This is an optimization exercise on Yosys and OpenROAD, whose aim is small area and a short achievable clock period, not a production implementation. Where RTL was checked, it was by simulation tests only, not by an equivalence proof against the original. No functional check of the RTL was part of runs 4 and 5. Power and IR drop assume default switching activity.

## design.v

```verilog
module cmpshift(clk,a,b,ge_m,ge_x,ex,mx,my,sg,sx);
input clk;
input [31:0] a,b;
input ge_m,ge_x;
output reg [7:0] ex;
output reg [22:0] mx;
output reg [23:0] my;
output reg sg,sx;
wire [7:0] e1 = a[30:23];
wire [7:0] e2 = b[30:23];
wire [7:0] d12 = e1 - e2;
wire [7:0] d21 = e2 - e1;
wire [7:0] diff = ge_x ? d12 : d21;
wire [23:0] ms = ge_m ? {1'b1,b[22:0]} : {1'b1,a[22:0]};
wire big = (|diff[7:5]) | (diff[4] & diff[3]);
wire [23:0] sh = ms >> diff[4:0];
always @(posedge clk) begin
  ex <= (ge_x ? e1 : e2) + 8'h81;
  mx <= ge_x ? a[22:0] : b[22:0];
  my <= big ? 24'd0 : sh;
  sg <= ge_x ? a[31] : b[31];
  sx <= a[31] ^ b[31];
end
endmodule
module faddsub(clk,ex,mx,my,sg,sx,t,ex_o,sg_o);
input clk;
input [7:0] ex;
input [22:0] mx;
input [23:0] my;
input sg,sx;
output reg [23:0] t;
output reg [7:0] ex_o;
output reg sg_o;
wire [24:0] sum = {2'b01,mx} + {1'b0,my};
wire neg = sum[24] & sx;
reg [24:0] low;
integer i;
always @* begin
  low[0] = 1'b0;
  for (i = 1; i < 25; i = i + 1)
    low[i] = low[i-1] | sum[i-1];
end
wire [24:0] m = sum ^ ({25{neg}} & low);
always @(posedge clk) begin
  t <= m[24:1];
  ex_o <= ex;
  sg_o <= sg ^ neg;
end
endmodule
module buffer2(clk,t,ex,sg,q);
input clk;
input [23:0] t;
input [7:0] ex;
input sg;
output reg [31:0] q;
wire [7:0] h = t[23:16];
wire [2:0] lz;
assign lz[2] = ~|h[7:4];
assign lz[1] = lz[2] ? ~|h[3:2] : ~|h[7:6];
assign lz[0] = lz[2] ? (lz[1] ? ~h[1] : ~h[3]) : (lz[1] ? ~h[5] : ~h[7]);
wire [23:0] tn = t << lz;
always @(posedge clk)
  q <= {sg, ex - {5'd0,lz}, tn[22:0]};
endmodule
module normalized(clk,t,ex,sg,t_o,ex_o,sg_o);
input clk;
input [23:0] t;
input [7:0] ex;
input sg;
output reg [23:0] t_o;
output reg [7:0] ex_o;
output reg sg_o;
wire z16 = ~|t[23:8];
wire [23:0] t1 = z16 ? {t[7:0],16'd0} : t;
wire z8 = ~|t1[23:16];
wire [23:0] t2 = z8 ? {t1[15:0],8'd0} : t1;
always @(posedge clk) begin
  t_o <= t2;
  ex_o <= {ex[7:3] - {3'd0,z16,z8}, ex[2:0]};
  sg_o <= sg;
end
endmodule
module fpadd(a,b,clk,out);
input [31:0] a,b;
input clk;
output [31:0] out;
reg [31:0] ra, rb;
reg ge_m, ge_x;
always @(posedge clk) begin
  ra <= a;
  rb <= b;
  ge_m <= a[30:23] >= b[30:23];
  ge_x <= ~(b[30:23] > a[30:23]);
end
wire [7:0] ex2;
wire [22:0] mx2;
wire [23:0] my2;
wire sg2, sx2;
cmpshift u_cmp(.clk(clk), .a(ra), .b(rb), .ge_m(ge_m), .ge_x(ge_x), .ex(ex2), .mx(mx2), .my(my2), .sg(sg2), .sx(sx2));
wire [23:0] t3;
wire [7:0] ex3;
wire sg3;
faddsub u_add(.clk(clk), .ex(ex2), .mx(mx2), .my(my2), .sg(sg2), .sx(sx2), .t(t3), .ex_o(ex3), .sg_o(sg3));
wire [23:0] t4;
wire [7:0] ex4;
wire sg4;
normalized u_norm(.clk(clk), .t(t3), .ex(ex3), .sg(sg3), .t_o(t4), .ex_o(ex4), .sg_o(sg4));
buffer2 u_out(.clk(clk), .t(t4), .ex(ex4), .sg(sg4), .q(out));
endmodule
```

## flow/run.sh

```bash
#!/bin/bash
# Standard ORFS layout, with plain buffers (not delay cells) on the ports.
set -euo pipefail
export BUFFER_PORTS_ARGS="-buffer_cell sky130_fd_sc_hd__buf_2"
bash standard.sh > standard.log 2>&1
```

## standard.sh

```bash
#!/bin/bash
# synth_recipe.tcl (not shown) runs the flow's synth.tcl, then flattens the netlist and writes it again
# the make line also repeats each setting of config.mk as NAME=value (left out here)
make -C /OpenROAD-flow-scripts/flow DESIGN_CONFIG=/design/flow/config.mk WORK_HOME=/design/flow/orfs CLKGATE_MAP_FILE= SYNTH_SCRIPT=/design/flow/synth_recipe.tcl "${@:-finish}"
```

## config.mk

```make
export PLATFORM = sky130hd
export DESIGN_NAME = fpadd
export DESIGN_NICKNAME = fpadd
export VERILOG_FILES = /design/flow/design.v
export SDC_FILE = /design/flow/constraint.sdc
export NUM_CORES = 4
export LEC_CHECK = 0
export ABC_AREA = 1
export CAP_MARGIN = 20
export CORE_MARGIN = 2
export CORE_UTILIZATION = 40
export CTS_CLUSTER_DIAMETER = 150
export CTS_CLUSTER_SIZE = 24
export SLEW_MARGIN = 20
```

## constraint.sdc

```tcl
create_clock -name core_clock -period 13.0 [get_ports {clk}]
set_input_delay 2.6000 -clock core_clock [delete_from_list [all_inputs] [get_ports {clk}]]
set_output_delay 2.6000 -clock core_clock [all_outputs]
set_load 0.01 [all_outputs]
```

==> summary.txt, run 1 <==
status -> no timing/DRC/antenna violations
Ports -> 97
Iter 0 DRT Violations -> 355
CTS resizes -> 0
Crit path max-delay family -> flip-flops
CTS tree -> yes
diode count -> 0
CP required -> 10.40 ns
CP max stage delay -> 0.32 ns
maximum clock frequency -> 285 MHz
Worst VDD drop -> 0.124 mV
maximum number of pins on one net before global-route repair -> 69
worst-path fanout max -> 1
Post-synth EDFFs -> 0
Syn Nets -> 1380
number of buffers created by CTS -> 13
core area -> 25000 um^2
layout cell share with drive strength beyond 1 -> 12.1%
CTS Root Cell -> clkbuf_16
DRC viols -> 0
H-tree Lvls -> 1
pwr/cell area -> 165 nW/um^2
register area -> 4410 um^2
Slew @ Worst Pin -> 0.927 ns
yosys warns -> 5
skew final -> 0.0202 ns
Layout Cells excl Fill -> 1661
mean post-synth cell area -> 8.01 um^2
hpwl dp -> 16.1 mm
clock sinks -> 220
relative slew slack -> 38.2%
vias in the first global route -> 7166
later-pin clock latency in the skew report -> 0.47 ns
synthesis-stage register bit count -> 220
Startpoint Class -> flop
Power Total -> 1.85 mW
# nets final -> 1453
Seq/Total Area, Yosys -> 43.7%
RSZ-0062 raised after global routing -> false
Placed Instances -> 1647
Syn Inst Count -> 1259
crit path DAT -> 0.91 ns
clock slew at reported path FFs -> 0.09 ns
Final TNS setup -> 0 ns
fin. max-slew vios -> 0
post-layout min period -> 3.51 ns
die width -> 163 um
HP Class -> flop to flop
final setup vio count -> 0
final hold viol count -> 0
total global-route track usage -> 15.1%
first-pass GRT wire length -> 33.3 mm
clock buffer depth -> 3
worst slack, placed -> 9.37 ns
Netlist cell types -> 55
Mapped Area -> 10100 um^2
max cap viols -> 0
initial antenna violation count -> 0
Area Overhead vs Synth -> 10.8%
Final ANT Viol Nets -> 0
drt pass-1 iters -> 5
WP buf/inv -> 1
CP max-delay cell -> dfxtp_1
Final WS setup -> 9.49 ns
Crit. End Element -> output port
worst setup path class -> flop to output port
number of port buffers -> 96
post-CTS setup buffers -> 0
RePlAce Congestion -> 0.896
grt ovf -> 0
row cnt -> 58
asr flop ratio synth -> 0%
crit share post-route -> 27.0%
leakage -> 5.43 nW
Die Ht -> 163 um
Vias/cell -> 4.68
hold-fix buffers at CTS -> 0
Cell Chain, Critical Path -> buf_2
multi-input logic area -> 4980 um^2
Starting Density -> 40.4%
Fillers -> 2614
Die Area -> 26500 um^2
Synth Flop Type -> dfxtp_1
vias -> 7767
post-DR wirelength/cell -> 12.2 um
final wirelength -> 20.2 mm
==> metrics by stage <==
stage / hold slack (ns) / cell area, um^2 / utilization (%)
2_1_floorplan: 0.310 / 10100 / -
6_report: 0.331 / 11200 / 44.8
5_1_grt: 0.336 / 11200 / 44.8
4_1_cts: 0.334 / 11200 / 44.8
3_5_place_dp: 0.312 / 10800 / 43.4
3_3_place_gp: 0.311 / 10800 / 43.4
==> layout make-up <==
class,instances,area share (%)
tap,330,3.69
timing repair buffer,101,4.63
clock inverter,1,0.179
clock buffer,13,2.91
multi-input combinational,857,44.5
inverter,139,4.67
sequential,220,39.4
==> registers in the layout, summed over array words and instances, names as in the netlist, 8 cells and up <==
name and flops:
ra 32, rb 32, u_out.q 32, u_add.t 24, u_cmp.my 24, u_norm.t_o 24, u_cmp.mx 23, u_add.ex_o 8
u_cmp.ex 8, u_norm.ex_o 8
==> cells in the mapped netlist (3+ instances only) <==
cell type	count	area [um^2]
a211oi_1	4	30.0
a21oi_1	55	275
buf_2	6	30.0
clkbuf_1	33	124
dfxtp_1	220	4400
fa_1	5	100
ha_1	51	638
inv_1	131	492
inv_2	6	22.5
mux2i_1	34	340
nand2_1	310	1160
nand2_2	6	37.5
nand3_1	48	240
nand3b_1	3	22.5
nand4_1	8	50.1
nand4_2	3	37.5
nor2_1	58	218
nor2_2	5	31.3
nor2_4	4	45.0
nor3_1	8	40.0
nor4_1	5	31.3
o211ai_1	4	30.0
o21a_1	7	52.6
o21ai_0	134	671
o21ai_1	8	40.0
o21bai_1	4	30.0
or2_2	5	31.3
xnor2_1	23	201
xor2_1	34	298
==> cells in the final DEF, fill, tap and decap left out, types with 13 or more instances in the layout <==
cell,synthesis,layout
nor2_1,58,58
nand2_1,310,310
xor2_1,34,34
clkbuf_16,0,13
o21ai_0,134,133
nand3_1,48,48
ha_1,51,51
inv_1,131,131
mux2i_1,34,34
buf_2,6,96
a21oi_1,55,55
xnor2_1,23,23
dfxtp_1,220,219
==> where the power goes <==
group	total [mW]	switching [mW]	leakage, nW	internal, mW
Combinational	0.587	0.368	3.41	0.220
Sequential	0.869	0.0576	1.85	0.811
Clock	0.394	0.210	0.170	0.184
==> layer usage <==
| layer | wire [um] | global-route usage, % | vias to the layer above |
|---|---|---|---|
| met1 | 9300 | 18.9 | 3390 |
| met4 | 556 | 4.63 | 0 |
| met5 | 0 | 0 | - |
| li1 | - | - | 4184 |
| met2 | 9660 | 27.2 | 155 |
| met3 | 731 | 1.83 | 38 |
==> logic make-up after synthesis <==
family	synth area share (%)
adder cells (fa/ha/maj)	7.32
flip-flops	43.7
AND/OR/NAND/NOR	20.8
XOR/XNOR	5.38
AO/OA/AOI/OAI	12.5
buffers and inverters	7.00
multiplexers	3.37
==> final timing paths <==
kind,startpoint,endpoint,slack (ns),cells after the start
setup reg to reg,u_norm.t_o[21],u_out.q[30],9.53,14
hold / removal,u_add.ex_o[2],u_norm.ex_o[2],0.33,0
setup / recovery,u_out.q[24],out[24],9.49,1
hold reg to reg,u_add.ex_o[2],u_norm.ex_o[2],0.33,0
==> run 2, diff against run 1 <==
--- a/config.mk
+++ b/config.mk
@@ -9,6 +9,4 @@
 export CAP_MARGIN = 20
 export CORE_MARGIN = 2
 export CORE_UTILIZATION = 40
-export CTS_CLUSTER_DIAMETER = 150
-export CTS_CLUSTER_SIZE = 24
 export SLEW_MARGIN = 20
==> run 2 against run 1 <==
  * Wire length increased by 1.3%
  * Critical endpoint unchanged
  * Maximum frequency decreased by 0.86%
  * Cell area increased by 5.1%
  * Clock power increased by 89%
  * Via count increased by 1.8%
  * Worst setup slack got worse by 0.030 ns
  * Critical path type unchanged
  * Worst hold slack got worse by 0.0060 ns
  * Non-clock buffer count unchanged
  * Register-to-register slack about the same
  * Power increased by 19%
  * Largest power group unchanged
  * Die area unchanged
==> summary.txt, run 2 <==
vias -> 7903 (+1.8%)
pwr/cell area -> 187 nW/um^2 (+13%)
H-tree Lvls -> 1 (unchanged)
CTS Root Cell -> clkbuf_16
WP buf/inv -> 1 (unchanged)
final wirelength -> 20.5 mm (+1.3%)
worst setup path class -> flop to output port
Starting Density -> 40.4% (unchanged)
largest cells by area after synthesis -> dfxtp_1 44%, nand2_1 12%, o21ai_0 6.6%, ha_1 6.3%, inv_1 4.9%
Power Total -> 2.20 mW (+19%)
commonest non-fill, non-tap cells in the layout -> 310 x nand2_1, 219 x dfxtp_1, 133 x o21ai_0
asr flop ratio synth -> 0% (unchanged)
biggest regs -> ra x32, rb x32, u_out.q x32
sw frac -> 31.4% (-2.9 points)
hold-fix buffers at CTS -> 0 (unchanged)
Die Ht -> 163 um (unchanged)
diode count -> 0 (unchanged)
yosys warns -> 5 (unchanged)
Worst VDD drop -> 0.112 mV (-9.5%)
clock buffer depth -> 3 (unchanged)
combinational power share -> 26.6% (-5.1 points)
Synth Flop Type -> dfxtp_1
most frequent cell after synthesis -> nand2_1
Final ANT Viol Nets -> 0 (unchanged)
number of port buffers -> 96 (unchanged)
Internal -> 1.51 mW (+24%)
CP max stage delay -> 0.31 ns (about the same)
HP Class -> flop to flop
vias in the first global route -> 7302 (+1.9%)
hpwl dp -> 16.1 mm (unchanged)
Crit path max-delay family -> flip-flops
top-area cell type share of the netlist area -> 43.7% (unchanged)
clock power share -> 33.9% (+13 points)
skew final -> 0.0243 ns (+0.00418 ns)
maximum clock frequency -> 283 MHz (-0.86%)
sequential share of power -> 39.5% (-7.5 points)
final setup vio count -> 0 (unchanged)
Ports -> 97 (unchanged)
status -> no timing/DRC/antenna violations
leakage -> 5.70 nW (+5.1%)
DRC viols -> 0 (unchanged)
Slew @ Worst Pin -> 0.929 ns (+0.00169 ns)
post-layout min period -> 3.54 ns (+0.0303 ns)
CP max-delay cell -> dfxtp_1
crit path DAT -> 0.94 ns (+0.03 ns)
number of buffers created by CTS -> 25 (+12)
max cap viols -> 0 (unchanged)
Syn Inst Count -> 1259 (unchanged)
Startpoint Class -> flop
layout cell share with drive strength beyond 1 -> 14.0% (+1.9 points)
Fillers -> 2558 (-2.1%)
synthesis-stage register bit count -> 220 (unchanged)
Seq/Total Area, Yosys -> 43.7% (unchanged)
final hold viol count -> 0 (unchanged)
Worst R2R Setup Slack -> 9.54 ns (about the same)
synth cell count leaders -> 310 x nand2_1, 220 x dfxtp_1, 134 x o21ai_0
sw power -> 0.692 mW (+8.9%)
fin. max-slew vios -> 0 (unchanged)
Vias/cell -> 4.67 (-0.17%)
maximum number of pins on one net before global-route repair -> 69 (unchanged)
first-pass GRT wire length -> 33.8 mm (+1.7%)
total global-route track usage -> 15.4% (+0.25 points)
Post-synth EDFFs -> 0 (unchanged)
initial antenna violation count -> 0 (unchanged)
Die Area -> 26500 um^2 (unchanged)
RSZ-0062 raised after global routing -> false
clock slew at reported path FFs -> 0.06 ns (-0.03 ns)
most common cell after layout, fill and taps aside -> nand2_1
area leader, netlist -> dfxtp_1
Mapped Area -> 10100 um^2 (unchanged)
CP required -> 10.40 ns (about the same)
Cell Chain, Critical Path -> buf_2
# nets final -> 1465 (+0.83%)
post-CTS setup buffers -> 0 (unchanged)
Area Overhead vs Synth -> 16.5%
CTS resizes -> 0 (unchanged)
clock sinks -> 220 (unchanged)
Iter 0 DRT Violations -> 328 (-7.6%)
RePlAce Congestion -> 0.896 (unchanged)
drt pass-1 iters -> 5 (unchanged)
worst-path fanout max -> 1 (unchanged)
mean post-synth cell area -> 8.01 um^2 (unchanged)
Crit. End Element -> output port
Netlist cell types -> 55 (unchanged)
Syn Nets -> 1380 (unchanged)
row cnt -> 58 (unchanged)
grt ovf -> 0 (unchanged)
crit share post-route -> 27.2% (+0.23 points)
Final TNS setup -> 0 ns (unchanged)
CTS tree -> yes
die width -> 163 um (unchanged)
later-pin clock latency in the skew report -> 0.52 ns (+0.05 ns)
core area -> 25000 um^2 (unchanged)
post-DR wirelength/cell -> 12.1 um (-0.63%)
relative slew slack -> 38.1% (-0.11 points)
## run 2: logic make-up after synthesis
| family | Yosys count | synth area share, % |
|---|---|---|
| fa+ha+maj | 56 | 7.32 |
| buf+inv | 182 | 7.00 |
| simple gates | 476 | 20.8 |
| flops | 220 | 43.7 |
| compound gates | 232 | 12.5 |
| xor+xnor | 59 | 5.38 |
| mux | 34 | 3.37 |
## run 2: area by class of cell
cell class / instances / area [um^2] / share of cell area, %
Clock inverter: 11 / 175 / 1.49
Timing Repair Buffer: 101 / 518 / 4.41
Inverter: 139 / 522 / 4.44
Clock buffer: 35 / 743 / 6.32
Tap cell: 330 / 413 / 3.51
Multi-Input combinational cell: 857 / 4980 / 42.3
Sequential cell: 220 / 4410 / 37.5
## run 2: path summary, 6_finish.rpt
kind | depth (start not counted) | from | endpoint
max | 1 | u_out.q[24] | out[24]
min | 0 | u_add.ex_o[0] | u_norm.ex_o[0]
max reg2reg | 14 | u_norm.t_o[21] | u_out.q[30]
min reg2reg | 0 | u_add.ex_o[0] | u_norm.ex_o[0]
## run 2: power by group through the flow
stage	clock network [mW]	logic, mW	registers (mW)
final	0.746	0.587	0.870
after global routing	0.796	0.667	0.884
after CTS	0.768	0.590	0.872
after detailed placement	0	0.587	0.886
after global placement	0	0.585	0.885
after floorplan	0	0.413	0.891
## run 2: per-layer routing
layer / up-vias / GRT usage (%) / part of all wire (%)
li1: 4234 / - / -
met1: 3473 / 19.0 / 45
met2: 160 / 27.3 / 48
met3: 36 / 2.32 / 3.8
met4: 0 / 5.31 / 2.9
met5: - / 0 / 0
## run 2: metrics by stage
step	hold WS, ns	instance area, um^2	cells	util, %	setup WS, ns
6_report	0.325	11800	1693	47.1	9.46
5_1_grt	0.330	11800	1693	47.1	9.16
4_1_cts	0.324	11800	1693	47.1	9.43
3_5_place_dp	0.312	10800	1647	43.4	9.37
3_3_place_gp	0.311	10800	1647	43.4	9.36
2_1_floorplan	0.310	10100	1259	-	9.58
==> run 3, diff against run 2 <==
==> flow/run.sh (replaced) <==
#!/bin/bash
# Standard ORFS layout, with plain buffers (not delay cells) on the ports,
# and timing repair asked to leave extra setup slack.
set -euo pipefail
export BUFFER_PORTS_ARGS="-buffer_cell sky130_fd_sc_hd__buf_2"
export SETUP_SLACK_MARGIN=9.5
bash standard.sh > standard.log 2>&1
==> run 3 against run 2 <==
  * Still clean
  * Sequential power rose by 0.5%
  * Area after synthesis did not move
  * Worst setup slack improved by 0.0080 ns
  * Worst hold slack barely moved
  * Via count rose by 0.35%
  * Power rose by 0.77%
  * Maximum frequency rose by 0.23%
  * Critical path type unchanged
  * Largest cell class unchanged
==> summary.txt, run 3 <==
status -> no timing/DRC/antenna violations
final hold viol count -> 0 (unchanged)
skew final -> 0.0259 ns (+0.00155 ns)
Layout Utilization -> 47.4% (+0.36 points)
core area -> 25000 um^2 (unchanged)
commonest non-fill, non-tap cells in the layout -> 307 x nand2_1, 212 x dfxtp_1, 133 x o21ai_0
final setup vio count -> 0 (unchanged)
total global-route track usage -> 15.4% (about the same)
Worst VDD drop -> 0.125 mV (+12%)
Vias/cell -> 4.68 (+0.30%)
maximum clock frequency -> 283 MHz (+0.23%)
Netlist cell types -> 55 (unchanged)
Syn Inst Count -> 1259 (unchanged)
Synth Area in XOR/XNOR -> 5.38% (unchanged)
clock power share -> 33.6% (-0.3 points)
Iter 0 DRT Violations -> 344 (+4.9%)
Syn Nets -> 1380 (unchanged)
sw frac -> 31.4% (-0.043 points)
biggest regs -> ra x32, rb x32, u_out.q x32
Fillers -> 2546 (-0.47%)
max cap viols -> 0 (unchanged)
mux contribution to synthesized area -> 3.37% (unchanged)
worst setup path class -> flop to output port
post-DR wirelength/cell -> 12.1 um (+0.24%)
CP max stage delay -> 0.32 ns (about the same)
largest cells by area after synthesis -> dfxtp_1 44%, nand2_1 12%, o21ai_0 6.6%, ha_1 6.3%, inv_1 4.9%
combinational power share -> 27.0% (+0.4 points)
largest family of logic cells by synthesized area -> simple AND/OR/NAND/NOR gates
Power Total -> 2.22 mW (+0.77%)
Top Layer Used -> met4
share of synthesized cell area in and, or, nand and nor gates -> 20.8% (unchanged)
grt ovf -> 0 (unchanged)
Seq/Total Area, Yosys -> 43.7% (unchanged)
Internal -> 1.52 mW (+0.83%)
maximum number of pins on one net before global-route repair -> 69 (unchanged)
Final ANT Viol Nets -> 0 (unchanged)
Startpoint Class -> flop
number of buffers created by CTS -> 25 (unchanged)
Placed Instances -> 1647 (unchanged)
clock slew at reported path FFs -> 0.06 ns (about the same)
Post-synth EDFFs -> 0 (unchanged)
drt pass-1 iters -> 5 (unchanged)
Ports -> 97 (unchanged)
worst hold margin -> 0.325 ns (-0.0000130 ns)
RePlAce Congestion -> 0.896 (unchanged)
mean post-synth cell area -> 8.01 um^2 (unchanged)
# nets final -> 1466 (+0.068%)
Crit. End Element -> output port
Die Area -> 26500 um^2 (unchanged)
Starting Density -> 40.4% (unchanged)
most common cell after layout, fill and taps aside -> nand2_1
Die Ht -> 163 um (unchanged)
number of port buffers -> 96 (unchanged)
CP max-delay cell -> dfxtp_2
area leader, netlist -> dfxtp_1
later-pin clock latency in the skew report -> 0.52 ns (about the same)
vias in the first global route -> 7299 (-0.041%)
post-synthesis compound-gate area fraction -> 12.5% (unchanged)
synthesis-stage register bit count -> 220 (unchanged)
WP buf/inv -> 1 (unchanged)
metal3 WL -> 790 um (+0.64%)
sw power -> 0.696 mW (+0.63%)
synth cell count leaders -> 310 x nand2_1, 220 x dfxtp_1, 134 x o21ai_0
most frequent cell after synthesis -> nand2_1
die width -> 163 um (unchanged)
H-tree Lvls -> 1 (unchanged)
row cnt -> 58 (unchanged)
vias -> 7931 (+0.35%)
worst-path fanout max -> 1 (unchanged)
layout cell share with drive strength beyond 1 -> 15.0% (+1.0 points)
crit path DAT -> 0.93 ns (about the same)
initial antenna violation count -> 0 (unchanged)
CP required -> 10.40 ns (about the same)
relative slew slack -> 38.3% (+0.22 points)
asr flop ratio synth -> 0% (unchanged)
CTS tree -> yes
crit share post-route -> 27.1% (-0.061 points)
post-layout min period -> 3.53 ns (-0.00796 ns)
HP Class -> flop to flop
hpwl dp -> 16.1 mm (unchanged)
diode count -> 0 (unchanged)
pwr/cell area -> 188 nW/um^2 (about the same)
DRC viols -> 0 (unchanged)
Mapped Area -> 10100 um^2 (unchanged)
Cell Chain, Critical Path -> buf_6
Layout Cells excl Fill -> 1694 (+0.059%)
RSZ-0062 raised after global routing -> true
Synth Area in Adders -> 7.32% (unchanged)
met2 wire length -> 9.84 mm (+0.44%)
Area Overhead vs Synth -> 17.4%
final wirelength -> 20.6 mm (+0.30%)
leakage -> 5.71 nW (about the same)
fin. max-slew vios -> 0 (unchanged)
clock buffer depth -> 3 (unchanged)
first-pass GRT wire length -> 33.8 mm (about the same)
sequential share of power -> 39.4% (about the same)
Routed met1 length -> 9.31 mm (-0.20%)
Synth Flop Type -> dfxtp_1
CTS Root Cell -> clkbuf_16
Crit path max-delay family -> flip-flops
top-area cell type share of the netlist area -> 43.7% (unchanged)
Slew @ Worst Pin -> 0.926 ns (-0.00324 ns)
yosys warns -> 5 (unchanged)
Final TNS setup -> 0 ns (unchanged)
clock sinks -> 220 (unchanged)
[run 3: stage by stage]
stage                     instance area [um^2]  worst slack (ns)
after global placement                   10800              9.36
final                                    11800              9.47
after detailed placement                 10800              9.37
after CTS                                11800              9.43
after global routing                     11800              9.42
after floorplan                          10100              9.58
[run 3: power groups by stage]
stage                     sequential [mW]  combinational [mW]  clock, mW
after floorplan                     0.891               0.413          0
after global placement              0.885               0.585          0
after detailed placement            0.886               0.587          0
after CTS                           0.873               0.592      0.768
after global routing                0.888               0.679      0.796
final                               0.874               0.600      0.747
[run 3: cells by family (layout without fill, tap and decap cells)]
logic type / Yosys count / in the layout
compound gates: 232 / 232
fa+ha+maj: 56 / 56
mux: 34 / 34
simple gates: 476 / 476
flops: 220 / 220
xor+xnor: 59 / 59
buf+inv: 182 / 287
[run 3: per-layer routing]
metal	vias to the layer above	GRT usage [%]
met5	-	0
met4	0	5.31
met3	40	2.32
met2	163	27.3
met1	3490	19.0
li1	4238	-
[run 3: area by class of cell]
| class | count | area [um^2] | share of cell area [%] |
|---|---|---|---|
| Clock buffer | 35 | 743 | 6.28 |
| Clock inverter | 11 | 175 | 1.48 |
| Inverter | 139 | 534 | 4.51 |
| Multi-Input combinational cell | 857 | 4990 | 42.2 |
| Sequential cell | 220 | 4410 | 37.3 |
| Tap cell | 330 | 413 | 3.49 |
| Timing Repair Buffer | 101 | 566 | 4.78 |
| Timing Repair inverter | 1 | 5.00 | 0.0423 |
[run 3: worst paths after layout]
kind / startpoint / depth (start not counted) / end / slack, ns
max: u_out.q[25] / 1 / out[25] / 9.47
min: u_add.ex_o[0] / 0 / u_norm.ex_o[0] / 0.32
max reg2reg: ra[23] / 10 / u_cmp.my[1] / 9.81
min reg2reg: u_add.ex_o[0] / 0 / u_norm.ex_o[0] / 0.32
[run 3: repair_timing]
item,in CTS,in global routing
endpoints found under the setup margin,32,69
gates cloned,0,1
hold buffers,0,0
resized for setup,4,21
buffers inserted,0,0
==> run 4, diff against run 3 <==
--- a/design.v
+++ b/design.v
@@ -8,14 +8,14 @@
 output reg sg,sx;
 wire [7:0] e1 = a[30:23];
 wire [7:0] e2 = b[30:23];
-wire [7:0] d12 = e1 - e2;
-wire [7:0] d21 = e2 - e1;
-wire [7:0] diff = ge_x ? d12 : d21;
+wire [7:0] emax = ge_x ? e1 : e2;
+wire [7:0] emin = ge_x ? e2 : e1;
+wire [7:0] diff = emax - emin;
 wire [23:0] ms = ge_m ? {1'b1,b[22:0]} : {1'b1,a[22:0]};
 wire big = (|diff[7:5]) | (diff[4] & diff[3]);
 wire [23:0] sh = ms >> diff[4:0];
 always @(posedge clk) begin
-  ex <= (ge_x ? e1 : e2) + 8'h81;
+  ex <= emax + 8'h81;
   mx <= ge_x ? a[22:0] : b[22:0];
   my <= big ? 24'd0 : sh;
   sg <= ge_x ? a[31] : b[31];
==> flow/run.sh (replaced) <==
#!/bin/bash
# Standard ORFS layout, with plain buffers (not delay cells) on the ports.
set -euo pipefail
export BUFFER_PORTS_ARGS="-buffer_cell sky130_fd_sc_hd__buf_2"
bash standard.sh > standard.log 2>&1
--- a/config.mk
+++ b/config.mk
@@ -8,5 +8,8 @@
 export ABC_AREA = 1
 export CAP_MARGIN = 20
 export CORE_MARGIN = 2
-export CORE_UTILIZATION = 40
+export CORE_UTILIZATION = 60
+export CTS_CLUSTER_DIAMETER = 150
+export CTS_CLUSTER_SIZE = 24
+export PLACE_DENSITY = 0.7
 export SLEW_MARGIN = 20
==> run 4 against run 3 <==
  * Sequential share of layout area grew 3.5 points
  * Cell area down 8.7%
  * Core utilization up 20 points
  * Wire length fell by 1.2%
  * Highest routed layer unchanged
  * Clock power decreased by 46%
  * Maximum frequency decreased by 21%
  * Final cell count fell by 11%
  * Largest power group unchanged
  * Still clean
  * Sequential cell count is the same
  * Worst hold slack improved by 0.0065 ns
==> summary.txt, run 4 <==
Slew @ Worst Pin -> 1.07 ns (+0.143 ns)
Post-synth EDFFs -> 0 (unchanged)
Crit path max-delay family -> simple AND/OR/NAND/NOR gates
number of buffers created by CTS -> 13 (-48%)
relative slew slack -> 28.8% (-9.5 points)
hpwl dp -> 16.0 mm (-0.46%)
Worst R2R Setup Slack -> 8.55 ns (-1.26 ns)
Power Total -> 2.04 mW (-8.0%)
clock sinks -> 220 (unchanged)
CP max stage delay -> 1.03 ns (+0.71 ns)
Ports -> 97 (unchanged)
skew final -> 0.0179 ns (-0.00804 ns)
worst slack, placed -> 8.59 ns (-0.785 ns)
synth cell count leaders -> 287 x nand2_1, 220 x dfxtp_1, 146 x o21ai_0
Starting Density -> 61.8% (+21 points)
final wirelength -> 20.3 mm (-1.2%)
pwr/cell area -> 189 nW/um^2 (+0.85%)
mean post-synth cell area -> 8.03 um^2 (+0.25%)
critical path depth -> 11 (+10)
CTS tree -> yes
row cnt -> 46 (-21%)
worst hold margin -> 0.331 ns (+0.00655 ns)
final hold viol count -> 0 (unchanged)
Syn Nets -> 1339 (-3.0%)
Crit. Startpoint -> ge_m
Final TNS setup -> 0 ns (unchanged)
maximum clock frequency -> 225 MHz (-21%)
layout cell share with drive strength beyond 1 -> 12.0% (-3.1 points)
Seq/Total Area, Yosys -> 44.7% (+1.0 points)
Area Overhead vs Synth -> 9.65%
worst-path fanout max -> 73 (+72)
Final ANT Viol Nets -> 0 (unchanged)
R2R Path End -> u_cmp.my[4]
CP max-delay cell -> dfxtp_2
later-pin clock latency in the skew report -> 0.48 ns (-0.04 ns)
DRC viols -> 0 (unchanged)
Final Cell Area -> 10800 um^2 (-8.7%)
max cap viols -> 0 (unchanged)
Synth Flop Type -> dfxtp_1
Syn Inst Count -> 1227 (-2.5%)
core area -> 15900 um^2 (-36%)
Layout Utilization -> 67.8% (+20 points)
hold-fix buffers at CTS -> 0 (unchanged)
Startpoint Class -> flop
Placed Instances -> 1498 (-9.0%)
RSZ-0062 raised after global routing -> false
area leader, netlist -> dfxtp_1
Die Area -> 17500 um^2 (-34%)
drt pass-1 iters -> 5 (unchanged)
first-pass GRT wire length -> 32.9 mm (-2.7%)
Vias/cell -> 5.06 (+8.1%)
Crit. End Element -> flop
post-layout min period -> 4.45 ns (+0.920 ns)
total global-route track usage -> 22.7% (+7.4 points)
leakage -> 5.31 nW (-6.9%)
initial antenna violation count -> 0 (unchanged)
Cell Chain, Critical Path -> o21ai_0 -> ha_1 -> nand2_1 -> nand2_1 -> a21oi_1 -> inv_1 -> or2_2 -> nand2_1 -> clkinv_1 -> o31ai_1 -> a21oi_1
CTS resizes -> 0 (-4)
Mapped Area -> 9860 um^2 (-2.3%)
# nets final -> 1409 (-3.9%)
top-area cell type share of the netlist area -> 44.7% (+1.0 points)
status -> no timing/DRC/antenna violations
clock buffer depth -> 3 (unchanged)
Worst VDD drop -> 0.129 mV (+2.6%)
grt ovf -> 0 (unchanged)
final setup vio count -> 0 (unchanged)
post-DR wirelength/cell -> 13.4 um (+11%)
Die Ht -> 132 um (-19%)
worst setup path end -> u_cmp.my[4]
largest cells by area after synthesis -> dfxtp_1 45%, nand2_1 11%, o21ai_0 7.4%, ha_1 5.5%, inv_1 4.8%
cell mode on critical path -> nand2_1
crit path DAT -> 4.79 ns (+3.86 ns)
biggest regs -> ra x32, rb x32, u_out.q x32
asr flop ratio synth -> 0% (unchanged)
HP Class -> flop to flop
diode count -> 0 (unchanged)
WP buf/inv -> 2 (+1)
CTS Root Cell -> clkbuf_16
CP required -> 13.34 ns (+2.94 ns)
Placed Area -> 10500 um^2 (-3.5%)
fin. max-slew vios -> 0 (unchanged)
clock slew at reported path FFs -> 0.09 ns (+0.03 ns)
Iter 0 DRT Violations -> 419 (+22%)
H-tree Lvls -> 1 (unchanged)
Layout Cells excl Fill -> 1513 (-11%)
crit share post-route -> 34.2% (+7.1 points)
most frequent cell after synthesis -> nand2_1
number of port buffers -> 96 (unchanged)
post-CTS setup buffers -> 0 (unchanged)
vias -> 7656 (-3.5%)
maximum number of pins on one net before global-route repair -> 74 (+7.2%)
yosys warns -> 5 (unchanged)
worst setup path class -> flop to flop
die width -> 132 um (-19%)
synthesis-stage register bit count -> 220 (unchanged)
worst r2r path cells -> 11 (+1)
RePlAce Congestion -> 0.891 (-0.51%)
Final WS setup -> 8.55 ns (-0.920 ns)
vias in the first global route -> 6851 (-6.1%)
most common cell after layout, fill and taps aside -> nand2_1
RR Startpoint -> ge_m
commonest non-fill, non-tap cells in the layout -> 287 x nand2_1, 219 x dfxtp_1, 146 x o21ai_0
Netlist cell types -> 47 (-15%)
run 4: cell types whose count changed in the layout (fill, tap and decap cells not counted), moves of 6 or more:
cell       change
mux2i_1        +6
nor2_1        +11
dfxtp_1        +7
dfxtp_2        -7
nand2_1       -20
ha_1           -8
o21ai_0       +13
buf_2          +7
buf_6          -8
nor3_1         +7
clkbuf_8       -8
clkbuf_16     -12
nand3_1       -16
run 4: worst min-delay path by stage:
stage / startpoint / to / slack (ns) / cells after the start
global placement: u_add.ex_o[2] / u_norm.ex_o[2] / 0.31 / 0
global route: u_cmp.ex[4] / u_add.ex_o[4] / 0.34 / 0
detailed placement: u_cmp.ex[4] / u_add.ex_o[4] / 0.31 / 0
finish: u_add.ex_o[2] / u_norm.ex_o[2] / 0.33 / 0
floorplan: u_cmp.ex[0] / u_add.ex_o[0] / 0.31 / 0
CTS: u_cmp.ex[0] / u_add.ex_o[0] / 0.33 / 0
run 4: per-layer routing:
metal	vias up	global-route usage, %	share of wire (%)
met5	-	0	0
met4	0	4.23	1.2
met3	21	2.42	4.3
met2	160	38.1	46
met1	3367	32.1	49
li1	4108	-	-
run 4: logic make-up after synthesis:
family / Yosys count / share of synthesized area (%)
buf+inv: 176 / 6.87
xor+xnor: 59 / 5.51
flops: 220 / 44.7
compound gates: 235 / 12.8
fa+ha+maj: 47 / 6.27
mux: 40 / 4.06
simple gates: 450 / 19.8
run 4: cell type report:
cell class | instances | area, um^2
fill | 1410 | 5140
multi-input combinational | 831 | 4780
sequential | 220 | 4410
timing repair buffer | 99 | 503
inverter | 132 | 495
clock buffer | 13 | 325
tap | 216 | 270
clock inverter | 2 | 28.8
run 4: power breakdown:
group | switching [mW] | internal, mW | total (mW)
sequential | 0.0773 | 0.826 | 0.903
clock | 0.215 | 0.186 | 0.400
combinational | 0.467 | 0.272 | 0.740
total | 0.760 | 1.28 | 2.04
==> run 5, diff against run 4 <==
--- a/config.mk
+++ b/config.mk
@@ -8,8 +8,8 @@
 export ABC_AREA = 1
 export CAP_MARGIN = 20
 export CORE_MARGIN = 2
-export CORE_UTILIZATION = 60
+export CORE_UTILIZATION = 70
 export CTS_CLUSTER_DIAMETER = 150
 export CTS_CLUSTER_SIZE = 24
-export PLACE_DENSITY = 0.7
+export PLACE_DENSITY = 0.8
 export SLEW_MARGIN = 20
==> run 5 against run 4 <==
  * Still clean
  * Non-clock buffer count is 1 higher
  * Via count is 4.4% higher
  * Maximum frequency is 6.7% higher
  * Wire length is 4.5% higher
  * Sequential power is 0.9% lower
  * Core utilization is 10 points higher
  * Critical path type unchanged
==> summary.txt, run 5 <==
HP Class -> flop to flop
Die Ht -> 123 um (-7.2%)
Slew @ Worst Pin -> 0.981 ns (-0.0874 ns)
worst-path fanout max -> 73 (unchanged)
initial antenna violation count -> 0 (unchanged)
clock slew at reported path FFs -> 0.09 ns (about the same)
commonest non-fill, non-tap cells in the layout -> 287 x nand2_1, 219 x dfxtp_1, 146 x o21ai_0
clock sinks -> 220 (unchanged)
yosys warns -> 5 (unchanged)
pwr/cell area -> 191 nW/um^2 (+0.82%)
vias in the first global route -> 7286 (+6.3%)
worst hold margin -> 0.331 ns (+0.000239 ns)
cell mode on critical path -> nand2_1
synth cell count leaders -> 287 x nand2_1, 220 x dfxtp_1, 146 x o21ai_0
drt pass-1 iters -> 5 (unchanged)
CTS tree -> yes
fin. max-slew vios -> 0 (unchanged)
die width -> 123 um (-7.2%)
asr flop ratio synth -> 0% (unchanged)
post-layout min period -> 4.17 ns (-0.281 ns)
core area -> 13800 um^2 (-13%)
biggest regs -> ra x32, rb x32, u_out.q x32
Internal -> 1.29 mW (+0.10%)
Layout Cells excl Fill -> 1478 (-2.3%)
combinational power share -> 36.9% (+0.7 points)
H-tree Lvls -> 1 (unchanged)
top-area cell type share of the netlist area -> 44.7% (unchanged)
maximum number of pins on one net before global-route repair -> 74 (unchanged)
hpwl dp -> 16.6 mm (+3.4%)
CTS Root Cell -> clkbuf_16
Crit path max-delay family -> simple AND/OR/NAND/NOR gates
later-pin clock latency in the skew report -> 0.48 ns (about the same)
CTS resizes -> 0 (unchanged)
post-CTS setup buffers -> 0 (unchanged)
Final WS setup -> 8.83 ns (+0.281 ns)
worst slack, placed -> 8.91 ns (+0.321 ns)
Iter 0 DRT Violations -> 645 (+54%)
clock buffer depth -> 3 (unchanged)
Cell Chain, Critical Path -> buf_4 -> o21ai_0 -> ha_1 -> nand2_1 -> nand2_1 -> a21oi_1 -> inv_1 -> or2_2 -> nand2_1 -> clkinv_1 -> nor2_1 -> nand2_1 -> a21oi_1
RSZ-0062 raised after global routing -> false
DRC viols -> 0 (unchanged)
final setup vio count -> 0 (unchanged)
Netlist cell types -> 47 (unchanged)
mean post-synth cell area -> 8.03 um^2 (unchanged)
Area Overhead vs Synth -> 9.27%
RePlAce Congestion -> 0.889 (-0.26%)
row cnt -> 43 (-6.5%)
Syn Inst Count -> 1227 (unchanged)
Final ANT Viol Nets -> 0 (unchanged)
maximum clock frequency -> 240 MHz (+6.7%)
sequential share of power -> 43.6% (-0.6 points)
relative slew slack -> 34.4% (+5.7 points)
layout cell share with drive strength beyond 1 -> 12.0% (+0.068 points)
vias -> 7995 (+4.4%)
final wirelength -> 21.2 mm (+4.5%)
number of buffers created by CTS -> 13 (unchanged)
status -> no timing/DRC/antenna violations
crit share post-route -> 32.1% (-2.2 points)
Placed Instances -> 1463 (-2.3%)
final hold viol count -> 0 (unchanged)
area leader, netlist -> dfxtp_1
number of port buffers -> 96 (unchanged)
Fillers -> 990 (-30%)
leakage -> 5.32 nW (about the same)
Vias/cell -> 5.41 (+6.9%)
most common cell after layout, fill and taps aside -> nand2_1
crit path DAT -> 4.56 ns (-0.23 ns)
CP required -> 13.39 ns (+0.05 ns)
max cap viols -> 0 (unchanged)
Mapped Area -> 9860 um^2 (unchanged)
Syn Nets -> 1339 (unchanged)
sw frac -> 37.4% (+0.23 points)
Power Total -> 2.05 mW (+0.47%)
most frequent cell after synthesis -> nand2_1
hold-fix buffers at CTS -> 0 (unchanged)
sw power -> 0.768 mW (+1.1%)
Seq/Total Area, Yosys -> 44.7% (unchanged)
# nets final -> 1410 (+0.071%)
CP max stage delay -> 0.72 ns (-0.31 ns)
first-pass GRT wire length -> 33.8 mm (+2.7%)
Die Area -> 15000 um^2 (-14%)
Starting Density -> 71.3% (+9.5 points)
Post-synth EDFFs -> 0 (unchanged)
CP max-delay cell -> nand2_1
Final TNS setup -> 0 ns (unchanged)
WP buf/inv -> 3 (+1)
Worst VDD drop -> 0.139 mV (+7.9%)
skew final -> 0.0237 ns (+0.00581 ns)
largest cells by area after synthesis -> dfxtp_1 45%, nand2_1 11%, o21ai_0 7.4%, ha_1 5.5%, inv_1 4.8%
synthesis-stage register bit count -> 220 (unchanged)
Startpoint Class -> flop
post-DR wirelength/cell -> 14.4 um (+7.0%)
Ports -> 97 (unchanged)
diode count -> 0 (unchanged)
Synth Flop Type -> dfxtp_1
worst setup path class -> flop to flop
grt ovf -> 0 (unchanged)
Crit. End Element -> flop
clock power share -> 19.5% (about the same)
total global-route track usage -> 28.0% (+5.3 points)
-- run 5: cell counts after synthesis --
No cell type changed its count.
-- run 5: metal layers --
metal	GRT usage (%)	vias up	part of all wire (%)
met2	49.7	237	48
met4	6.68	0	2.1
met3	3.58	36	4.9
li1	-	4106	-
met5	0	-	0
met1	36.4	3616	45
-- run 5: worst register-to-register path, cell delays in order, from the launching register on --
cell and delay (ns):
dfxtp_2 0.32, buf_4 0.48, o21ai_0 0.39, ha_1 0.38, nand2_1 0.07, nand2_1 0.05, a21oi_1 0.11, inv_1 0.06
or2_2 0.27, nand2_1 0.72, clkinv_1 0.70, nor2_1 0.28, nand2_1 0.08, a21oi_1 0.19
-- run 5: through the flow --
stage	util (%)	cell area, um^2
floorplan	-	9860
global placement	75.3	10400
detailed placement	75.3	10400
CTS	77.9	10800
global route	77.9	10800
finish	77.9	10800
-- run 5: cell type report --
class | count | area, um^2 | share of cell area (%)
Clock buffer | 13 | 325 | 3.02
Sequential cell | 220 | 4410 | 40.9
Clock inverter | 2 | 28.8 | 0.267
Timing Repair Buffer | 100 | 510 | 4.74
Inverter | 132 | 495 | 4.60
Multi-Input combinational cell | 831 | 4780 | 44.4
Tap cell | 180 | 225 | 2.09
-- run 5: final timing paths --
path	from	endpoint	slack, ns	cells after the start
worst min-delay path	u_cmp.ex[3]	u_add.ex_o[3]	0.33	0
worst max-delay path	ge_m	u_cmp.my[1]	8.83	13
worst max register to register	ge_m	u_cmp.my[1]	8.83	13
worst min register to register	u_cmp.ex[3]	u_add.ex_o[3]	0.33	0
-- run 5: cell families (layout without fill, tap and decap cells) --
family / after synthesis / count (layout) / share of synthesized area [%]
flip-flops: 220 / 220 / 44.7
AO/OA/AOI/OAI: 235 / 235 / 12.8
XOR/XNOR: 59 / 59 / 5.51
buffers and inverters: 176 / 247 / 6.87
adder cells (fa/ha/maj): 47 / 47 / 6.27
AND/OR/NAND/NOR: 450 / 450 / 19.8
multiplexers: 40 / 40 / 4.06
-- run 5: power groups by stage --
stage / Sequential [mW] / Clock (mW) / Combinational [mW]
finish: 0.895 / 0.400 / 0.758
global route: 0.908 / 0.429 / 0.847
CTS: 0.896 / 0.406 / 0.751
detailed placement: 0.911 / 0 / 0.745
global placement: 0.907 / 0 / 0.731
floorplan: 0.910 / 0 / 0.537
==> run 6, diff against run 5 <==
--- a/design.v
+++ b/design.v
@@ -1,24 +1,24 @@
-module cmpshift(clk,a,b,ge_m,ge_x,ex,mx,my,sg,sx);
+module cmpshift(clk,a,b,ge_m,lt_x,ex,mx,my,sg,sx);
 input clk;
 input [31:0] a,b;
-input ge_m,ge_x;
+input ge_m,lt_x;
 output reg [7:0] ex;
 output reg [22:0] mx;
 output reg [23:0] my;
 output reg sg,sx;
 wire [7:0] e1 = a[30:23];
 wire [7:0] e2 = b[30:23];
-wire [7:0] emax = ge_x ? e1 : e2;
-wire [7:0] emin = ge_x ? e2 : e1;
+wire [7:0] emax = lt_x ? e2 : e1;
+wire [7:0] emin = lt_x ? e1 : e2;
 wire [7:0] diff = emax - emin;
 wire [23:0] ms = ge_m ? {1'b1,b[22:0]} : {1'b1,a[22:0]};
 wire big = (|diff[7:5]) | (diff[4] & diff[3]);
 wire [23:0] sh = ms >> diff[4:0];
 always @(posedge clk) begin
   ex <= emax + 8'h81;
-  mx <= ge_x ? a[22:0] : b[22:0];
+  mx <= lt_x ? b[22:0] : a[22:0];
   my <= big ? 24'd0 : sh;
-  sg <= ge_x ? a[31] : b[31];
+  sg <= lt_x ? b[31] : a[31];
   sx <= a[31] ^ b[31];
 end
 endmodule
@@ -85,18 +85,18 @@
 input clk;
 output [31:0] out;
 reg [31:0] ra, rb;
-reg ge_m, ge_x;
+reg ge_m, lt_x;
 always @(posedge clk) begin
   ra <= a;
   rb <= b;
   ge_m <= a[30:23] >= b[30:23];
-  ge_x <= ~(b[30:23] > a[30:23]);
+  lt_x <= a[30:23] < b[30:23];
 end
 wire [7:0] ex2;
 wire [22:0] mx2;
 wire [23:0] my2;
 wire sg2, sx2;
-cmpshift u_cmp(.clk(clk), .a(ra), .b(rb), .ge_m(ge_m), .ge_x(ge_x), .ex(ex2), .mx(mx2), .my(my2), .sg(sg2), .sx(sx2));
+cmpshift u_cmp(.clk(clk), .a(ra), .b(rb), .ge_m(ge_m), .lt_x(lt_x), .ex(ex2), .mx(mx2), .my(my2), .sg(sg2), .sx(sx2));
 wire [23:0] t3;
 wire [7:0] ex3;
 wire sg3;
--- a/config.mk
+++ b/config.mk
@@ -8,8 +8,8 @@
 export ABC_AREA = 1
 export CAP_MARGIN = 20
 export CORE_MARGIN = 2
-export CORE_UTILIZATION = 70
+export CORE_UTILIZATION = 60
 export CTS_CLUSTER_DIAMETER = 150
 export CTS_CLUSTER_SIZE = 24
-export PLACE_DENSITY = 0.8
+export PLACE_DENSITY = 0.7
 export SLEW_MARGIN = 20
==> run 6 against run 5 <==
  * Sequential power barely moved
  * Non-clock buffer count decreased by 1
  * Combinational power decreased by 4.9%
  * Cell area up 0.53%
  * Clock-buffer cell count unchanged
  * First-iteration DRC count decreased by 35%
  * Via count down 3.4%
  * Global-route usage is 4.7 points lower
  * Final cell count rose by 2.8%
  * Largest cell class unchanged
==> summary.txt, run 6 <==
status -> no timing/DRC/antenna violations
post-CTS setup buffers -> 0 (unchanged)
pwr/cell area -> 187 nW/um^2 (-2.2%)
most common cell after layout, fill and taps aside -> nand2_1
RR Startpoint -> u_norm.t_o[21]
CP max-delay cell -> clkinv_1
crit path DAT -> 4.82 ns (+0.26 ns)
Worst VDD drop -> 0.117 mV (-16%)
Die Area -> 17500 um^2 (+16%)
layout cell share with drive strength beyond 1 -> 11.6% (-0.43 points)
register area -> 4430 um^2 (+0.45%)
Area Overhead vs Synth -> 9.59%
hold path start -> u_add.sg_o
post-layout min period -> 4.41 ns (+0.241 ns)
cell mode on critical path -> nand2_1
clock buffer depth -> 3 (unchanged)
vias in the first global route -> 7179 (-1.5%)
Starting Density -> 61.7% (-9.5 points)
worst r2r path cells -> 15 (+2)
clock sinks -> 221 (+0.45%)
relative slew slack -> 35.5% (+1.1 points)
die width -> 132 um (+7.9%)
Fillers -> 1421 (+44%)
RePlAce Congestion -> 0.854 (-3.9%)
later-pin clock latency in the skew report -> 0.48 ns (about the same)
first-pass GRT wire length -> 33.8 mm (+0.12%)
grt ovf -> 0 (unchanged)
final wirelength -> 20.4 mm (-4.1%)
CTS resizes -> 0 (unchanged)
maximum clock frequency -> 227 MHz (-5.5%)
biggest regs -> ra x32, rb x32, u_out.q x32
vias -> 7726 (-3.4%)
initial antenna violation count -> 0 (unchanged)
Syn Inst Count -> 1233 (+0.49%)
asr flop ratio synth -> 0% (unchanged)
Cell Chain, Critical Path -> nor2_1 -> o21ai_0 -> nand2_1 -> clkinv_1 -> nand2_1 -> nand2_1 -> nand2_1 -> nand2_1 -> inv_1 -> ha_1 -> nor2_1 -> a211oi_1 -> nand3b_1 -> nor3_1 -> xor2_1
CP required -> 13.41 ns (+0.02 ns)
worst-path fanout max -> 28 (-62%)
post-DR wirelength/cell -> 13.4 um (-6.7%)
R2R Path End -> u_out.q[30]
row cnt -> 46 (+7.0%)
area leader, netlist -> dfxtp_1
skew final -> 0.0156 ns (-0.00805 ns)
largest cells by area after synthesis -> dfxtp_1 45%, nand2_1 11%, o21ai_0 7.6%, ha_1 5.4%, inv_1 4.7%
leakage -> 5.27 nW (-0.87%)
number of port buffers -> 96 (unchanged)
synth cell count leaders -> 290 x nand2_1, 221 x dfxtp_1, 151 x o21ai_0
core area -> 16000 um^2 (+16%)
Mapped Area -> 9880 um^2 (+0.24%)
Iter 0 DRT Violations -> 420 (-35%)
max cap viols -> 0 (unchanged)
CTS Root Cell -> clkbuf_16
final setup vio count -> 0 (unchanged)
fin. max-slew vios -> 0 (unchanged)
yosys warns -> 5 (unchanged)
multi-input logic area -> 4770 um^2 (-0.10%)
Placed Instances -> 1504 (+2.8%)
Layout Cells excl Fill -> 1519 (+2.8%)
Slew @ Worst Pin -> 0.967 ns (-0.0138 ns)
Startpoint Class -> flop
CP max stage delay -> 0.76 ns (+0.04 ns)
Layout Utilization -> 67.7% (-10 points)
worst setup path class -> flop to flop
clock slew at reported path FFs -> 0.09 ns (about the same)
crit share post-route -> 33.9% (+1.9 points)
drt pass-1 iters -> 6 (+1)
Syn Nets -> 1345 (+0.45%)
Post-synth EDFFs -> 0 (unchanged)
top-area cell type share of the netlist area -> 44.8% (+0.095 points)
Crit. End Element -> flop
diode count -> 0 (unchanged)
hpwl dp -> 16.1 mm (-2.7%)
Final TNS setup -> 0 ns (unchanged)
CTS tree -> yes
DRC viols -> 0 (unchanged)
Crit. Startpoint -> u_norm.t_o[21]
Ports -> 97 (unchanged)
Worst R2R Setup Slack -> 8.59 ns (-0.24 ns)
Seq/Total Area, Yosys -> 44.8% (+0.095 points)
HP Class -> flop to flop
mean post-synth cell area -> 8.01 um^2 (-0.25%)
# nets final -> 1415 (+0.35%)
synthesis-stage register bit count -> 221 (+0.45%)
maximum number of pins on one net before global-route repair -> 66 (-11%)
Vias/cell -> 5.09 (-6.0%)
Die Ht -> 132 um (+7.9%)
Netlist cell types -> 53 (+13%)
Synth Flop Type -> dfxtp_1
commonest non-fill, non-tap cells in the layout -> 290 x nand2_1, 220 x dfxtp_1, 151 x o21ai_0
RSZ-0062 raised after global routing -> false
hold-fix buffers at CTS -> 0 (unchanged)
total global-route track usage -> 23.3% (-4.7 points)
H-tree Lvls -> 1 (unchanged)
number of buffers created by CTS -> 13 (unchanged)
most frequent cell after synthesis -> nand2_1
worst setup path end -> u_out.q[30]
Final ANT Viol Nets -> 0 (unchanged)
final hold viol count -> 0 (unchanged)
run 6: changes by cell type after synthesis, moves of 3 or more:
cell,delta
mux2i_1,-5
o22ai_1,+3
nand3_1,-4
nand2_1,+3
o211ai_1,-4
nor2_1,+4
o21ai_0,+5
run 6: logic make-up after synthesis:
logic type,synth area share (%)
buffers and inverters,6.90
muxes,3.55
AOI/OAI and AO/OA,13.4
DFF,44.8
adders and majority gates,6.26
and+or+nand+nor,19.7
xor gates and xnor gates,5.50
run 6: per-stage QoR:
| stage | setup WS (ns) | hold slack, ns | power, mW | instance area, um^2 |
|---|---|---|---|---|
| 2_1_floorplan | 9.49 | 0.310 | 1.43 | 9880 |
| 3_3_place_gp | 8.82 | 0.310 | 1.62 | 10500 |
| 3_5_place_dp | 8.69 | 0.312 | 1.63 | 10500 |
| 4_1_cts | 8.65 | 0.332 | 2.03 | 10800 |
| 5_1_grt | 7.95 | 0.338 | 2.17 | 10800 |
| 6_report | 8.59 | 0.332 | 2.02 | 10800 |
run 6: worst min path at each step:
stage                     end  slack (ns)  cells past startpoint
4_1_cts           u_out.q[31]        0.33                      0
3_5_place_dp   u_norm.ex_o[2]        0.31                      0
6_report          u_norm.sg_o        0.33                      0
5_1_grt           u_norm.sg_o        0.34                      0
3_3_place_gp      u_norm.sg_o        0.31                      0
2_1_floorplan   u_add.ex_o[0]        0.31                      0
run 6: area by class of cell:
cell class	instances	share of cell area [%]
clock buffer	13	3.00
clock inverter	2	0.266
inverter	133	4.62
multi-input combinational	835	44.1
sequential	221	40.9
tap	216	2.50
timing repair buffer	99	4.65
run 6: report_power, final:
group	switching [mW]	internal, mW	leakage [nW]	total [mW]
Sequential	0.0723	0.825	1.85	0.897
Clock	0.215	0.186	0.175	0.401
Combinational	0.456	0.265	3.24	0.721
run 6: critical path: cells and delay by family, from the launching register on:
family	cells	cell delay (ns)
buf+inv	2	1.38
simple gates	9	1.79
compound gates	2	0.38
flops	1	0.34
fa+ha+maj	1	0.30
xor+xnor	1	0.15
run 6: layer usage:
layer  share of wire, %  up-vias  GRT usage (%)
li1                   -     4116              -
met1                 46     3398           31.0
met2                 47      181           39.6
met3                4.4       31           3.27
met4                2.7        0           6.63
met5                  0        -              0
==> run 7, diff against run 6 <==
==> flow/run.sh (replaced) <==
#!/bin/bash
# Standard ORFS layout, with plain buffers (not delay cells) on the ports.
set -euo pipefail
export BUFFER_PORTS_ARGS="-buffer_cell sky130_fd_sc_hd__buf_2"
export SETUP_SLACK_MARGIN=9.6
bash standard.sh > standard.log 2>&1
==> run 7 against run 6 <==
  * Still clean
  * Sequential cell count did not move
  * Wire length is 3.4% higher
  * Clock power about the same
  * Clock skew grew 0.0063 ns
  * First-iteration DRC count is 25% higher
  * Worst setup slack improved by 0.88 ns
  * Core utilization increased by 1.7 points
  * Critical endpoint is now out[27]
  * Largest cell class unchanged
==> summary.txt, run 7 <==
number of buffers created by CTS -> 13 (unchanged)
H-tree Lvls -> 1 (unchanged)
CTS tree -> yes
max cap viols -> 0 (unchanged)
synthesis-stage register bit count -> 221 (unchanged)
R2R Path End -> u_cmp.my[22]
die width -> 132 um (unchanged)
crit path DAT -> 0.93 ns (-3.89 ns)
worst hold margin -> 0.330 ns (-0.00195 ns)
maximum number of pins on one net before global-route repair -> 42 (-36%)
Final ANT Viol Nets -> 0 (unchanged)
Die Area -> 17500 um^2 (unchanged)
skew final -> 0.0219 ns (+0.00629 ns)
HP Class -> flop to flop
initial antenna violation count -> 0 (unchanged)
crit share post-route -> 27.1% (-6.8 points)
vias -> 7841 (+1.5%)
worst-path fanout max -> 1 (-96%)
Worst VDD drop -> 0.162 mV (+39%)
final hold viol count -> 0 (unchanged)
Final TNS setup -> 0 ns (unchanged)
Mapped Area -> 9880 um^2 (unchanged)
layout cell share with drive strength beyond 1 -> 14.3% (+2.8 points)
worst setup path end -> out[27]
Placed Area -> 10500 um^2 (+0.31%)
final setup vio count -> 0 (unchanged)
WP buf/inv -> 1 (-1)
clock buffer depth -> 3 (unchanged)
biggest regs -> ra x32, rb x32, u_out.q x32
Iter 0 DRT Violations -> 525 (+25%)
Placed Instances -> 1504 (unchanged)
Area Overhead vs Synth -> 12.3%
post-DR wirelength/cell -> 13.8 um (+2.9%)
largest cells by area after synthesis -> dfxtp_1 45%, nand2_1 11%, o21ai_0 7.6%, ha_1 5.4%, inv_1 4.7%
status -> no timing/DRC/antenna violations
vias in the first global route -> 7193 (+0.20%)
grt ovf -> 0 (unchanged)
Crit. End Element -> output port
final wirelength -> 21.1 mm (+3.4%)
maximum clock frequency -> 284 MHz (+25%)
metal3 WL -> 853 um (-5.1%)
worst slack, placed -> 8.64 ns (-0.0465 ns)
# nets final -> 1423 (+0.57%)
Power Total -> 2.06 mW (+2.1%)
relative slew slack -> 53.8% (+18 points)
Netlist cell types -> 53 (unchanged)
RSZ-0062 raised after global routing -> true
mean post-synth cell area -> 8.01 um^2 (unchanged)
met2 wire length -> 9.93 mm (+3.5%)
Seq/Total Area, Yosys -> 44.8% (unchanged)
total global-route track usage -> 23.2% (-0.075 points)
diode count -> 0 (unchanged)
Syn Nets -> 1345 (unchanged)
synth cell count leaders -> 290 x nand2_1, 221 x dfxtp_1, 151 x o21ai_0
number of port buffers -> 96 (unchanged)
Startpoint Class -> flop
post-layout min period -> 3.53 ns (-0.883 ns)
Vias/cell -> 5.13 (+0.96%)
Final WS setup -> 9.47 ns (+0.883 ns)
commonest non-fill, non-tap cells in the layout -> 286 x nand2_1, 213 x dfxtp_1, 147 x o21ai_0
hpwl dp -> 15.9 mm (-1.4%)
asr flop ratio synth -> 0% (unchanged)
clock sinks -> 221 (unchanged)
first-pass GRT wire length -> 33.8 mm (about the same)
Cell Chain, Critical Path -> buf_2
CP max-delay cell -> dfxtp_1
register area -> 4440 um^2 (+0.25%)
Die Ht -> 132 um (unchanged)
Ports -> 97 (unchanged)
multi-input logic area -> 4880 um^2 (+2.3%)
core area -> 16000 um^2 (unchanged)
drt pass-1 iters -> 5 (-1)
clock slew at reported path FFs -> 0.09 ns (about the same)
most frequent cell after synthesis -> nand2_1
CTS Root Cell -> clkbuf_16
Post-synth EDFFs -> 0 (unchanged)
Layout Cells excl Fill -> 1527 (+0.53%)
area leader, netlist -> dfxtp_1
CP max stage delay -> 0.32 ns (-0.44 ns)
worst setup path class -> flop to output port
row cnt -> 46 (unchanged)
top-area cell type share of the netlist area -> 44.8% (unchanged)
later-pin clock latency in the skew report -> 0.49 ns (about the same)
Slew @ Worst Pin -> 0.686 ns (-0.281 ns)
worst r2r path cells -> 13 (-2)
Starting Density -> 61.7% (unchanged)
Synth Flop Type -> dfxtp_1
Routed met1 length -> 9.71 mm (+4.2%)
critical path depth -> 1 (-14)
Layout Utilization -> 69.3% (+1.7 points)
DRC viols -> 0 (unchanged)
most common cell after layout, fill and taps aside -> nand2_1
pwr/cell area -> 186 nW/um^2 (-0.40%)
fin. max-slew vios -> 0 (unchanged)
Top Layer Used -> met4
RR Startpoint -> lt_x
Crit. Startpoint -> u_out.q[27]
Crit path max-delay family -> flip-flops
yosys warns -> 5 (unchanged)
leakage -> 5.37 nW (+1.8%)
Final Cell Area -> 11100 um^2 (+2.5%)
Worst R2R Setup Slack -> 9.78 ns (+1.19 ns)
Fillers -> 1375 (-3.2%)
Syn Inst Count -> 1233 (unchanged)
RePlAce Congestion -> 0.866 (+1.4%)
CP required -> 10.40 ns (-3.01 ns)
run 7: cell counts after synthesis:
No cell type changed its count.
run 7: worst min path at each step:
| stage | start | to | depth (start not counted) |
|---|---|---|---|
| floorplan | u_cmp.ex[0] | u_add.ex_o[0] | 0 |
| global placement | u_cmp.ex[5] | u_add.ex_o[5] | 0 |
| detailed placement | u_cmp.ex[2] | u_add.ex_o[2] | 0 |
| CTS | u_cmp.ex[2] | u_add.ex_o[2] | 0 |
| global route | u_add.sg_o | u_norm.sg_o | 0 |
| finish | u_cmp.ex[4] | u_add.ex_o[4] | 0 |
run 7: final cells by class:
| class | instances | share of cell area (%) |
|---|---|---|
| repair inverters | 1 | 0.0451 |
| inverters | 133 | 4.70 |
| flip-flops and latches | 221 | 40.0 |
| clock buffers | 13 | 2.93 |
| repair buffers | 105 | 5.64 |
| well taps | 216 | 2.44 |
| multi-input cells | 836 | 44.0 |
| clock inverters | 2 | 0.259 |
run 7: kinds of logic after synthesis:
family | Yosys count | synth area share (%)
and+or+nand+nor | 451 | 19.7
AOI/OAI and AO/OA | 243 | 13.4
DFF | 221 | 44.8
buffers and inverters | 177 | 6.90
xor gates and xnor gates | 59 | 5.50
adders and majority gates | 47 | 6.26
muxes | 35 | 3.55
run 7: metal layers:
metal  global-route usage [%]  up-vias
met5                        0        -
met4                     6.81        0
met3                     3.19       41
met2                     39.8      188
met1                     30.6     3475
li1                         -     4137
run 7: what timing repair did:
item,4_1_cts,5_1_grt
hold buffers,0,0
pin swaps,0,2
buffers inserted,1,5
cloned,1,1
resized for setup,27,17
endpoints found under the setup margin,93,70
run 7: power by group:
group / switching, mW / internal, mW
combinational: 0.476 / 0.288
sequential: 0.0710 / 0.827
clock: 0.213 / 0.186
total: 0.761 / 1.30
==> run 8, diff against run 7 <==
==> flow/run.sh (replaced) <==
#!/bin/bash
# Standard ORFS layout, with plain buffers (not delay cells) on the ports,
# and timing repair asked to leave more setup slack than the clock needs
# so that it buffers and sizes the slowest paths.
set -euo pipefail
export BUFFER_PORTS_ARGS="-buffer_cell sky130_fd_sc_hd__buf_2"
export SETUP_SLACK_MARGIN=9.6
bash standard.sh > standard.log 2>&1
==> run 8 against run 7 <==
  * Still clean on timing, DRC and antenna
  * Die area unchanged
  * Via count unchanged
  * Cell area unchanged
  * First-iteration DRC count unchanged
  * Combinational power about the same
  * Largest power group unchanged
==> summary.txt, run 8 <==
CTS Root Cell -> clkbuf_16
Netlist cell types -> 53 (unchanged)
biggest regs -> ra x32, rb x32, u_out.q x32
Starting Density -> 61.7% (unchanged)
worst setup path class -> flop to output port
Final WS setup -> 9.47 ns (unchanged)
Iter 0 DRT Violations -> 525 (unchanged)
vias in the first global route -> 7193 (unchanged)
clock slew at reported path FFs -> 0.09 ns (about the same)
hold-fix buffers at CTS -> 0 (unchanged)
Slew @ Worst Pin -> 0.686 ns (unchanged)
Synth Flop Type -> dfxtp_1
Vias/cell -> 5.13 (unchanged)
H-tree Lvls -> 1 (unchanged)
diode count -> 0 (unchanged)
Placed Area -> 10500 um^2 (unchanged)
Area Overhead vs Synth -> 12.3% (unchanged)
crit share post-route -> 27.1% (unchanged)
fin. max-slew vios -> 0 (unchanged)
worst hold margin -> 0.330 ns (unchanged)
RSZ-0062 raised after global routing -> true
CP max stage delay -> 0.32 ns (about the same)
grt ovf -> 0 (unchanged)
Final Cell Area -> 11100 um^2 (unchanged)
asr flop ratio synth -> 0% (unchanged)
initial antenna violation count -> 0 (unchanged)
HP Class -> flop to flop
skew final -> 0.0219 ns (unchanged)
leakage -> 5.37 nW (unchanged)
post-DR wirelength/cell -> 13.8 um (unchanged)
DRC viols -> 0 (unchanged)
area leader, netlist -> dfxtp_1
pwr/cell area -> 186 nW/um^2 (unchanged)
CP max-delay cell -> dfxtp_1
CTS tree -> yes
hpwl dp -> 15.9 mm (unchanged)
yosys warns -> 5 (unchanged)
core area -> 16000 um^2 (unchanged)
max cap viols -> 0 (unchanged)
clock sinks -> 221 (unchanged)
most frequent cell after synthesis -> nand2_1
final hold viol count -> 0 (unchanged)
Layout Utilization -> 69.3% (unchanged)
number of buffers created by CTS -> 13 (unchanged)
Die Ht -> 132 um (unchanged)
Placed Instances -> 1504 (unchanged)
synth cell count leaders -> 290 x nand2_1, 221 x dfxtp_1, 151 x o21ai_0
Crit. End Element -> output port
CP required -> 10.40 ns (about the same)
post-layout min period -> 3.53 ns (unchanged)
die width -> 132 um (unchanged)
layout cell share with drive strength beyond 1 -> 14.3% (unchanged)
relative slew slack -> 53.8% (unchanged)
Seq/Total Area, Yosys -> 44.8% (unchanged)
Final ANT Viol Nets -> 0 (unchanged)
Layout Cells excl Fill -> 1527 (unchanged)
maximum number of pins on one net before global-route repair -> 42 (unchanged)
Ports -> 97 (unchanged)
worst slack, placed -> 8.64 ns (unchanged)
Syn Inst Count -> 1233 (unchanged)
status -> no timing/DRC/antenna violations
number of port buffers -> 96 (unchanged)
vias -> 7841 (unchanged)
Post-synth EDFFs -> 0 (unchanged)
Crit path max-delay family -> flip-flops
# nets final -> 1423 (unchanged)
WP buf/inv -> 1 (unchanged)
RePlAce Congestion -> 0.866 (unchanged)
first-pass GRT wire length -> 33.8 mm (unchanged)
top-area cell type share of the netlist area -> 44.8% (unchanged)
row cnt -> 46 (unchanged)
Power Total -> 2.06 mW (unchanged)
Die Area -> 17500 um^2 (unchanged)
synthesis-stage register bit count -> 221 (unchanged)
most common cell after layout, fill and taps aside -> nand2_1
total global-route track usage -> 23.2% (unchanged)
mean post-synth cell area -> 8.01 um^2 (unchanged)
Cell Chain, Critical Path -> buf_2
Mapped Area -> 9880 um^2 (unchanged)
Syn Nets -> 1345 (unchanged)
Startpoint Class -> flop
largest cells by area after synthesis -> dfxtp_1 45%, nand2_1 11%, o21ai_0 7.6%, ha_1 5.4%, inv_1 4.7%
drt pass-1 iters -> 5 (unchanged)
Worst VDD drop -> 0.162 mV (unchanged)
commonest non-fill, non-tap cells in the layout -> 286 x nand2_1, 213 x dfxtp_1, 147 x o21ai_0
Final TNS setup -> 0 ns (unchanged)
final setup vio count -> 0 (unchanged)
clock buffer depth -> 3 (unchanged)
crit path DAT -> 0.93 ns (about the same)
later-pin clock latency in the skew report -> 0.49 ns (about the same)
final wirelength -> 21.1 mm (unchanged)
worst-path fanout max -> 1 (unchanged)
maximum clock frequency -> 284 MHz (unchanged)
## run 8: cell counts after synthesis
No cell type changed its count.
## run 8: cell type report
| class | count | area [um^2] |
|---|---|---|
| Inverter | 133 | 522 |
| Fill cell | 1375 | 4900 |
| Tap cell | 216 | 270 |
| Clock buffer | 13 | 325 |
| Timing Repair inverter | 1 | 5.00 |
| Multi-Input combinational cell | 836 | 4880 |
| Clock inverter | 2 | 28.8 |
| Timing Repair Buffer | 105 | 626 |
| Sequential cell | 221 | 4440 |
## run 8: path summary, 6_finish.rpt
path,startpoint,end,slack [ns],cells past startpoint
hold reg to reg,u_cmp.ex[4],u_add.ex_o[4],0.33,0
setup / recovery,u_out.q[27],out[27],9.47,1
setup reg to reg,lt_x,u_cmp.my[22],9.78,13
hold / removal,u_cmp.ex[4],u_add.ex_o[4],0.33,0
## run 8: repair_timing
item	in CTS	in global routing
setup endpoints to repair	93	70
pin swaps	0	2
setup buffers	1	5
cloned	1	1
resized for setup	27	17
## run 8: cell families (layout without fill, tap and decap cells)
family | count (synthesis) | count (layout) | share of synthesized area [%]
simple gates | 451 | 452 | 19.7
compound gates | 243 | 243 | 13.4
flops | 221 | 221 | 44.8
buf+inv | 177 | 254 | 6.90
xor+xnor | 59 | 59 | 5.50
fa+ha+maj | 47 | 47 | 6.26
mux | 35 | 35 | 3.55
## run 8: layer usage
layer  wire length, um  up-vias  share of wire (%)  track usage, %
li1                  -     4137                  -               -
met3               853       41                4.0            3.19
met4               570        0                2.7            6.81
met5                 0        -                  0               0
met2              9930      188                 47            39.8
met1              9710     3475                 46            30.6
## run 8: power by group
| group | total, mW | switching, mW | internal (mW) |
|---|---|---|---|
| Clock | 0.399 | 0.213 | 0.186 |
| Sequential | 0.898 | 0.0710 | 0.827 |
| Combinational | 0.765 | 0.476 | 0.288 |
